This design comes from an exercise in tuning for small area and a short achievable clock period on the open sky130 flow, not from production work.
RTL that was checked went through simulation tests only; none was proved equivalent to the original.
The flow treats the clock pin as an ideal source, which a real chip does not have.
Power is estimated from default activity; no workload was simulated.

==> wip/umber <==
Design rrc_filter, start of the top module:
module rrc_filter #(
	parameter WIDTH = 9
)(
	input logic clk,
	input logic rst,
	input logic signed [WIDTH-1:0] filter_in,
	output logic signed [WIDTH-1:0] filter_out
);
  logic [8:0] sr0, sr1, sr2, sr3, sr4, sr5, sr6, sr7, sr8, sr9, sr10, sr11, sr12, sr13, sr14, sr15, sr16, sr17, sr18, sr19, sr20, sr21, sr22, sr23, sr24, sr25, sr26, sr27;
  always_ff @(posedge clk or posedge rst) begin
    if (rst) begin
      sr0 <= 9'h000;
      sr1 <= 9'h000;
      sr2 <= 9'h000;
      sr3 <= 9'h000;
      sr4 <= 9'h000;
      sr5 <= 9'h000;
      sr6 <= 9'h000;
      sr7 <= 9'h000;
      sr8 <= 9'h000;
      sr9 <= 9'h000;
      sr10 <= 9'h000;
      sr11 <= 9'h000;
      sr12 <= 9'h000;
      sr13 <= 9'h000;
      sr14 <= 9'h000;
      sr15 <= 9'h000;
      sr16 <= 9'h000;
      sr17 <= 9'h000;
      sr18 <= 9'h000;
      sr19 <= 9'h000;
      sr20 <= 9'h000;
      sr21 <= 9'h000;
      sr22 <= 9'h000;
      sr23 <= 9'h000;
      sr24 <= 9'h000;
      sr25 <= 9'h000;
      sr26 <= 9'h000;
      sr27 <= 9'h000;
    end else begin
      sr0 <= filter_in;
      sr1 <= sr0;
      sr2 <= sr1;
      sr3 <= sr2;
      sr4 <= sr3;
      sr5 <= sr4;
      sr6 <= sr5;
      sr7 <= sr6;
      sr8 <= sr7;
      sr9 <= sr8;
      sr10 <= sr9;
      sr11 <= sr10;
      sr12 <= sr11;
      sr13 <= sr12;
      sr14 <= sr13;
      sr15 <= sr14;
      sr16 <= sr15;
      sr17 <= sr16;
      sr18 <= sr17;
      sr19 <= sr18;
      sr20 <= sr19;
      sr21 <= sr20;
      sr22 <= sr21;
      sr23 <= sr22;
      sr24 <= sr23;
      sr25 <= sr24;
      sr26 <= sr25;
      sr27 <= sr26;
    end
  end
  logic [9:0] t0;
  always_ff @(posedge clk or posedge rst) begin
  ...
==> flow/config.mk <==
export PLATFORM = sky130hd
export DESIGN_NAME = rrc_filter
export DESIGN_NICKNAME = rrc_filter
export VERILOG_FILES = /design/flow/design.v
export SDC_FILE = /design/flow/constraint.sdc
export NUM_CORES = 4
export LEC_CHECK = 0
export ABC_CLOCK_PERIOD_IN_PS = 800
export CAP_MARGIN = 20
export CORE_MARGIN = 2
export CORE_UTILIZATION = 62
export CTS_BUF_LIST = sky130_fd_sc_hd__clkbuf_16
export CTS_CLUSTER_DIAMETER = 90
export CTS_CLUSTER_SIZE = 32
export PLACE_DENSITY = 0.67
export SLEW_MARGIN = 20
export SYNTH_HIERARCHICAL = 1
==> flow/constraint.sdc <==
create_clock -name core_clock -period 10.5 [get_ports {clk}]
set_input_delay 2.1000 -clock core_clock [delete_from_list [all_inputs] [get_ports {clk}]]
set_output_delay 2.1000 -clock core_clock [all_outputs]
set_load 0.01 [all_outputs]
standard.sh (not shown) runs the stock make flow with config.mk's settings and CLKGATE_MAP_FILE= SYNTH_SCRIPT=/design/flow/synth_recipe.tcl, a recipe that flattens the netlist after the stock synthesis.
==> flow/flow/run.sh <==
#!/bin/bash
# Own layout flow: the standard ORFS flow (standard.sh, unchanged synthesis), with
#  - timing repair aimed below the design's period (SETUP_SLACK_MARGIN; the SDC is unchanged),
#  - port buffers of a normal buffer cell rather than the smallest one,
#  - after CTS, the clock port drives the tree's branch buffers directly, split in two (flow/flatten_clock_root.tcl).
# Each step's full log is kept by ORFS under orfs/logs/; make's own output goes to flow.log.
set -uo pipefail
here=$(pwd)
bash standard.sh SETUP_SLACK_MARGIN=7.45 "BUFFER_PORTS_ARGS=-buffer_cell sky130_fd_sc_hd__buf_2" \
  "POST_CTS_TCL=$here/flow/flatten_clock_root.tcl" finish > flow.log 2>&1
Other scripts of this flow, unchanged in this note and not shown: flow/flow/flatten_clock_root.tcl
==> wip/yarrow (differences from wip/umber) <==
Settings changed: CORE_UTILIZATION 62 to 57, PLACE_DENSITY 0.67 to 0.62.
==> wip/quartz (differences from wip/umber) <==
Settings changed: CORE_UTILIZATION 62 to 76, PLACE_DENSITY 0.67 to 0.81.
==> wip/zinc (differences from wip/umber) <==
Settings changed: CORE_UTILIZATION 62 to 52, PLACE_DENSITY 0.67 to 0.57.
==> run summary <==
metric	wip/quartz	wip/umber	wip/yarrow	wip/zinc
Total power	5.71 mW	5.55 mW	5.58 mW	5.67 mW
M3 GR Usage	3.64%	3.49%	2.89%	2.48%
Power consumed by the clock network	736 µW	689 µW	683 µW	756 µW
Critical Path Max Stage Delay	550 ps	540 ps	520 ps	550 ps
Non-Filler Cell Area, Final	18400 µm²	18400 µm²	18500 µm²	18600 µm²
Maximum fanout along the worst path	1	6	3	5
Internal power	3.51 mW	3.41 mW	3.42 mW	3.47 mW
Outcome	no timing/DRC/antenna violations	no timing/DRC/antenna violations	no timing/DRC/antenna violations	no timing/DRC/antenna violations
Area added between synthesis and finish	7.29%	7.38%	7.62%	8.46%
Ratio of routed vias to standard cells	5.65	5.10	5.09	4.86
Total die area	23800 µm²	29100 µm²	31500 µm²	34500 µm²
Initial cell density of the core	76.6%	63.4%	58.0%	52.8%
Storage cell area	9410 µm²	9400 µm²	9410 µm²	9400 µm²
Die X	154 µm	170 µm	178 µm	186 µm
Number of tap cells added at floorplan	285	372	390	442
Cell count of the worst reg-to-reg path	5	5	7	10
Flop-to-flop setup slack	7480 ps	7520 ps	7460 ps	7500 ps
Power density over cell area	310 nW/µm²	301 nW/µm²	302 nW/µm²	305 nW/µm²

---

==> 05-22 <==
Another version of the RTL of rrc_filter (not shown whole).
==> flow/config.mk <==
export PLATFORM = sky130hd
export DESIGN_NAME = rrc_filter
export DESIGN_NICKNAME = rrc_filter
export VERILOG_FILES = /design/flow/design.v
export SDC_FILE = /design/flow/constraint.sdc
export NUM_CORES = 4
export LEC_CHECK = 0
export ABC_CLOCK_PERIOD_IN_PS = 800
export CAP_MARGIN = 20
export CORE_MARGIN = 2
export CORE_UTILIZATION = 70
export CTS_BUF_LIST = sky130_fd_sc_hd__clkbuf_16
export CTS_CLUSTER_DIAMETER = 80
export CTS_CLUSTER_SIZE = 30
export PLACE_DENSITY = 0.75
export SLEW_MARGIN = 20
export SYNTH_HIERARCHICAL = 1
==> flow/constraint.sdc <==
create_clock -name core_clock -period 10.5 [get_ports {clk}]
set_input_delay 2.1000 -clock core_clock [delete_from_list [all_inputs] [get_ports {clk}]]
set_output_delay 2.1000 -clock core_clock [all_outputs]
set_load 0.01 [all_outputs]
==> flow/flow/run.sh <==
#!/bin/bash
# Own layout flow: the standard ORFS flow (standard.sh, unchanged synthesis), with
#  - timing repair aimed below the design's period (SETUP_SLACK_MARGIN; the SDC is unchanged),
#  - port buffers of a normal buffer cell rather than the smallest one,
#  - after CTS, the clock port drives the tree's second level directly (flow/flatten_clock_root.tcl).
# Each step's full log is kept by ORFS under orfs/logs/; make's own output goes to flow.log.
set -uo pipefail
here=$(pwd)
bash standard.sh SETUP_SLACK_MARGIN=7.58 "BUFFER_PORTS_ARGS=-buffer_cell sky130_fd_sc_hd__buf_2" \
  "POST_CTS_TCL=$here/flow/flatten_clock_root.tcl" finish > flow.log 2>&1
==> flow/flow/flatten_clock_root.tcl <==
set block [ord::get_db_block]
set clknet [$block findNet clk]
set roots {}
foreach it [$clknet getITerms] {
  if {[$it isInputSignal]} { lappend roots [$it getInst] }
}
puts "flatten_clock_root: clock port feeds [llength $roots] cell(s)"
if {[llength $roots] == 1} {
  set root [lindex $roots 0]
  set master [[$root getMaster] getName]
  set out {}
  foreach it [$root getITerms] {
    if {[$it isOutputSignal]} { set out [$it getNet] }
  }
  set loads {}
  foreach it [$out getITerms] {
    if {[$it isInputSignal]} { lappend loads $it }
  }
  puts "flatten_clock_root: root [$root getName] ($master) drives [llength $loads] cell(s)"
  if {[llength $loads] <= 4 && [llength $loads] > 0} {
    foreach it $loads {
      set inst [$it getInst]
      set pin [$it getMTerm]
      set pname "[$inst getName]/[$pin getName]"
      disconnect_pin [$out getName] $pname
      connect_pin clk $pname
    }
    set rname [$root getName]
    set oname [$out getName]
    delete_instance $rname
    delete_net $oname
    puts "flatten_clock_root: removed $rname"
    estimate_parasitics -placement
    report_clock_latency
  }
}
==> 04-13: changes against 05-22 <==
--- a/flow/flow/run.sh
+++ b/flow/flow/run.sh
@@ -4,7 +4,7 @@
 #  - port buffers of a normal buffer cell rather than the smallest one,
 #  - after CTS, the clock port drives the tree's second level directly (flow/flatten_clock_root.tcl).
 # Each step's full log is kept by ORFS under orfs/logs/; make's own output goes to flow.log.
 set -uo pipefail
 here=$(pwd)
-bash standard.sh SETUP_SLACK_MARGIN=7.58 "BUFFER_PORTS_ARGS=-buffer_cell sky130_fd_sc_hd__buf_2" \
+bash standard.sh SETUP_SLACK_MARGIN=7.45 "BUFFER_PORTS_ARGS=-buffer_cell sky130_fd_sc_hd__buf_2" \
   "POST_CTS_TCL=$here/flow/flatten_clock_root.tcl" finish > flow.log 2>&1
==> 10-10: changes against 05-22 <==
--- a/flow/design.v
+++ b/flow/design.v
@@ -68,12 +68,12 @@
       sr27 <= sr26;
     end
   end
   logic [9:0] t0;
   always_ff @(posedge clk or posedge rst) begin
-    if (rst) t0 <= 10'd904;
-    else t0 <= 10'd904 - {{1{filter_in[8]}}, filter_in};
+    if (rst) t0 <= 10'd392;
+    else t0 <= 10'd392 - {{1{filter_in[8]}}, filter_in};
   end
   logic [9:0] pv0;
   always_ff @(posedge clk or posedge rst) begin
     if (rst) pv0 <= 10'd0;
     else pv0 <= {sr11[8], sr11} + {sr13[8], sr13};
@@ -754,49 +754,48 @@
   wire n671 = ~cs2[33];
   wire s672, c673;
   rrc_fa u673 (.a(cs2[34]), .b(cs2[35]), .ci(n671), .s(s672), .co(c673));
   wire n674 = ~cs1[1];
   wire n675 = ~cs1[2];
-  wire n676 = ~t0[9];
-  wire n677 = ~cs1[19];
-  wire n678 = ~cs1[23];
-  wire n679 = ~cs1[25];
-  wire n680 = ~cs1[26];
-  wire n681 = ~cs1[20];
-  wire n682 = ~cs1[28];
-  wire s683, c684;
-  rrc_ha u684 (.a(cs1[0]), .b(t0[0]), .s(s683), .co(c684));
-  wire s685, c686;
-  rrc_fa u686 (.a(t0[1]), .b(n675), .ci(cs1[3]), .s(s685), .co(c686));
-  wire s687, c688;
-  rrc_fa u688 (.a(cs1[5]), .b(t0[2]), .ci(cs1[4]), .s(s687), .co(c688));
-  wire s689, c690;
-  rrc_ha u690 (.a(cs1[6]), .b(t0[3]), .s(s689), .co(c690));
-  wire s691, c692;
-  rrc_fa u692 (.a(cs1[8]), .b(t0[4]), .ci(cs1[7]), .s(s691), .co(c692));
-  wire s693, c694;
-  rrc_fa u694 (.a(t0[5]), .b(cs1[9]), .ci(cs1[10]), .s(s693), .co(c694));
-  wire s695, c696;
-  rrc_fa u696 (.a(cs1[11]), .b(cs1[12]), .ci(t0[6]), .s(s695), .co(c696));
-  wire s697, c698;
-  rrc_fa u698 (.a(cs1[13]), .b(cs1[14]), .ci(t0[7]), .s(s697), .co(c698));
-  wire s699, c700;
-  rrc_fa u700 (.a(cs1[15]), .b(cs1[16]), .ci(t0[8]), .s(s699), .co(c700));
-  wire s701, c702;
-  rrc_fa u702 (.a(cs1[18]), .b(cs1[17]), .ci(n676), .s(s701), .co(c702));
-  wire s703, c704;
-  rrc_fa u704 (.a(cs1[21]), .b(n677), .ci(n681), .s(s703), .co(c704));
-  wire s705, c706;
-  rrc_fa u706 (.a(cs1[20]), .b(cs1[22]), .ci(n678), .s(s705), .co(c706));
-  wire s707, c708;
-  rrc_fa u708 (.a(cs1[24]), .b(n679), .ci(n680), .s(s707), .co(c708));
-  wire n709 = ~cs1[27];
-  wire s710, c711;
-  rrc_fa u711 (.a(cs1[29]), .b(cs1[30]), .ci(n682), .s(s710), .co(c711));
-  wire s712, c713;
-  rrc_fa u713 (.a(cs1[31]), .b(cs1[32]), .ci(cs1[28]), .s(s712), .co(c713));
-  wire n714 = ~cs1[33];
+  wire n676 = ~cs1[19];
+  wire n677 = ~cs1[23];
+  wire n678 = ~cs1[25];
+  wire n679 = ~cs1[26];
+  wire n680 = ~cs1[20];
+  wire n681 = ~cs1[28];
+  wire s682, c683;
+  rrc_ha u683 (.a(cs1[0]), .b(t0[0]), .s(s682), .co(c683));
+  wire s684, c685;
+  rrc_fa u685 (.a(t0[1]), .b(n675), .ci(cs1[3]), .s(s684), .co(c685));
+  wire s686, c687;
+  rrc_fa u687 (.a(cs1[5]), .b(t0[2]), .ci(cs1[4]), .s(s686), .co(c687));
+  wire s688, c689;
+  rrc_ha u689 (.a(cs1[6]), .b(t0[3]), .s(s688), .co(c689));
+  wire s690, c691;
+  rrc_fa u691 (.a(cs1[8]), .b(t0[4]), .ci(cs1[7]), .s(s690), .co(c691));
+  wire s692, c693;
+  rrc_fa u693 (.a(t0[5]), .b(cs1[9]), .ci(cs1[10]), .s(s692), .co(c693));
+  wire s694, c695;
+  rrc_fa u695 (.a(cs1[11]), .b(cs1[12]), .ci(t0[6]), .s(s694), .co(c695));
+  wire s696, c697;
+  rrc_fa u697 (.a(cs1[13]), .b(cs1[14]), .ci(t0[7]), .s(s696), .co(c697));
+  wire s698, c699;
+  rrc_fa u699 (.a(cs1[15]), .b(cs1[16]), .ci(t0[8]), .s(s698), .co(c699));
+  wire s700, c701;
+  rrc_fa u701 (.a(cs1[18]), .b(t0[9]), .ci(cs1[17]), .s(s700), .co(c701));
+  wire s702, c703;
+  rrc_fa u703 (.a(cs1[21]), .b(n676), .ci(n680), .s(s702), .co(c703));
+  wire s704, c705;
+  rrc_fa u705 (.a(cs1[20]), .b(cs1[22]), .ci(n677), .s(s704), .co(c705));
+  wire s706, c707;
+  rrc_fa u707 (.a(cs1[24]), .b(n678), .ci(n679), .s(s706), .co(c707));
+  wire n708 = ~cs1[27];
+  wire s709, c710;
+  rrc_fa u710 (.a(cs1[29]), .b(cs1[30]), .ci(n681), .s(s709), .co(c710));
+  wire s711, c712;
+  rrc_fa u712 (.a(cs1[31]), .b(cs1[32]), .ci(cs1[28]), .s(s711), .co(c712));
+  wire n713 = ~cs1[33];
   always_ff @(posedge clk or posedge rst) begin
     if (rst) cs3 <= 29'b00001100101101100010110011101;
     else cs3 <= {c208, sr15[8], c206, s207, c203, s205, c195, s194, c181, s180, s177, s157, c136, s154, s135, c113, s132, c90, s112, c87, s89, c67, s66, c46, s45, c27, s26, s12, s2};
   end
   always_ff @(posedge clk or posedge rst) begin
@@ -805,12 +804,12 @@
   end
   always_ff @(posedge clk or posedge rst) begin
     if (rst) cs1 <= 35'b01110011101010001111000101010011010;
     else cs1 <= {c673, s672, c670, cs2[32], c668, s669, c666, s667, c654, c651, s661, s653, c642, s641, c624, s638, s623, c600, s599, c577, s576, c552, s551, c529, s528, c506, s505, c486, s485, s467, s464, s452, s449, s443, sr0[0]};
   end
-  wire [18:0] fa_ = {1'b1, cs1[34], n714, s712, s710, n709, s707, s705, s703, s701, s699, s697, s695, s693, s691, s689, s687, s685, n674};
-  wire [18:0] fb_ = {1'b0, cs1[33], c713, c711, cs1[27], c708, c706, c704, c702, c700, c698, c696, c694, c692, c690, c688, c686, c684, s683};
+  wire [18:0] fa_ = {1'b1, cs1[34], n713, s711, s709, n708, s706, s704, s702, s700, s698, s696, s694, s692, s690, s688, s686, s684, n674};
+  wire [18:0] fb_ = {1'b0, cs1[33], c712, c710, cs1[27], c707, c705, c703, c701, c699, c697, c695, c693, c691, c689, c687, c685, c683, s682};
   wire [18:0] sum_ = fa_ + fb_;
   wire ovf_ = (sum_[18] != sum_[16]) || (sum_[17] != sum_[16]);
   wire [8:0] y_ = ovf_ ? (sum_[18] ? 9'h100 : 9'h0ff) : sum_[16:8];
   always_ff @(posedge clk or posedge rst) begin
     if (rst) filter_out <= 9'd0;
--- a/flow/flow/run.sh
+++ b/flow/flow/run.sh
@@ -4,7 +4,7 @@
 #  - port buffers of a normal buffer cell rather than the smallest one,
 #  - after CTS, the clock port drives the tree's second level directly (flow/flatten_clock_root.tcl).
 # Each step's full log is kept by ORFS under orfs/logs/; make's own output goes to flow.log.
 set -uo pipefail
 here=$(pwd)
-bash standard.sh SETUP_SLACK_MARGIN=7.58 "BUFFER_PORTS_ARGS=-buffer_cell sky130_fd_sc_hd__buf_2" \
+bash standard.sh SETUP_SLACK_MARGIN=7.45 "BUFFER_PORTS_ARGS=-buffer_cell sky130_fd_sc_hd__buf_2" \
   "POST_CTS_TCL=$here/flow/flatten_clock_root.tcl" finish > flow.log 2>&1
==> run summary <==
The power density over the cells is 322.8 mW/mm^2. The setup path with the least slack is of type flip-flop to primary output. Subtracting the final worst setup slack from the clock period gives 2.986 ns. Power attributed to the clock group is 0.748 mW. The ratio of cells with drive above 1 in the final layout is 25.24%.

The delay of the slowest critical-path stage is 0.38 ns. In this run the most critical hold path is launched from sr9[5]$_DFF_PP0_. The sequential share of cell area came out at 50.23%.

The run finished with no timing, DRC or antenna violations. The multi-input gate share of total cell area came out at 39.66%. In this run the static leakage power is 8.262 nW. The simple-gate portion of the synthesized area came out at 1.097%. The number of placed instances, taps included, is 1311.

By area the synthesized netlist is led by dfrtp_1 (47%), fa_1 (34%), dfstp_2 (7.9%). The XOR/XNOR share of the synthesized area came out at 1.220%. The reported net switching power is 2.451 mW.

In this run the number of cells on the critical path is 1.
-- figures above: 05-22

==> run summary <==
For this design the total switching power over the nets is 2.200 mW. The flow ran to the end and the layout has no timing, DRC or antenna violations. After synthesis, the cell types taking the most area are dfrtp_1 (47%), fa_1 (34%), dfstp_2 (7.8%). The ratio of cells with drive above 1 in the final layout came out at 15.14%. Summing the areas of all xor and xnor instances in the mapped netlist gives 1.212% of the synthesized area. The worst path in the final design needs a cycle of 3.018 ns, including I/O delays and setup. Across the whole layout, storage elements make up 51.69% of the cell area. After Yosys synthesis, and, or, nand and nor cells account for 1.321% of the synthesized area. The critical path is of the flip-flop to flip-flop type. Power attributed to the clock group is 0.700 mW. The startpoint identified for the worst hold timing path is sr12[4]$_DFF_PP0_.
-- figures above: 10-10

==> run summary <==
The run finished with no timing, DRC or antenna violations. The power density over the cells is 311.5 mW/mm^2. The sequential share of cell area came out at 51.24%. By startpoint and endpoint, the worst setup path is classified as flip-flop to flip-flop.

The switching part of the total power is 38.97%. The number of placed instances, taps included, is 1311. The simple-gate portion of the synthesized area came out at 1.097%. In the final layout, multi-input gates take up 39.21% of the cell area.

The ratio of cells with drive above 1 in the final layout is 15.70%. The most heavily used metal layer in global routing is met2. On the worst path, the slowest cell contributes a delay of 0.54 ns.

The reported clock group power came out at 0.745 mW. For the finished layout, the period the worst path requires is 2.992 ns. The path length in cells of the critical path is 6.

Sorting the synthesized cells by area gives the leading types as dfrtp_1 (47%), fa_1 (34%), dfstp_2 (7.9%).
-- figures above: 04-13

For 10-10, only the layout was checked, not whether the RTL still works.

static timing again, ports no longer ideal:
The results above use ideal ports. As a check the final layouts listed here were re-extracted and re-timed, cells and wires unchanged.
Step 1 assumes that a clkbuf_16 drives the clock port and a buf_2 every other input.
Step 2 adds t to the input delays and takes it off the output delays; t is the mean of the earliest and latest rising clock arrival at the registers after step 1. Input paths then give back, and output paths get back, about the clock's delay inside the block.
Slacks: no drivers / after step 1 / after step 2; pairs: no drivers / after step 1.
run	t (ns)	setup slack, ns	hold slack, ns	worst data-port slew with drivers (ns)	cell pins on the clock port's net
wip/umber	0.426	7.518 / 7.473 / 7.274	0.331 / 0.331 / 0.331	0.03	4
wip/yarrow	0.419	7.461 / 7.460 / 7.285	0.354 / 0.354 / 0.354	0.03	4
wip/quartz	0.415	7.482 / 7.479 / 7.171	0.341 / 0.341 / 0.341	0.03	4
wip/zinc	0.417	7.500 / 7.467 / 7.270	0.349 / 0.349 / 0.349	0.03	4
05-22	0.443	7.514 / 7.453 / 7.245	0.342 / 0.342 / 0.342	0.03	2
04-13	0.428	7.508 / 7.458 / 7.213	0.339 / 0.339 / 0.339	0.03	2
10-10	0.434	7.482 / 7.450 / 7.140	0.354 / 0.354 / 0.354	0.03	2
After both steps every run listed still meets setup and hold. For 10-10, which loses most, drivers alone change the setup slack by -0.032 ns; drivers and shift together by -0.342 ns. Setup slack includes reset recovery checks.
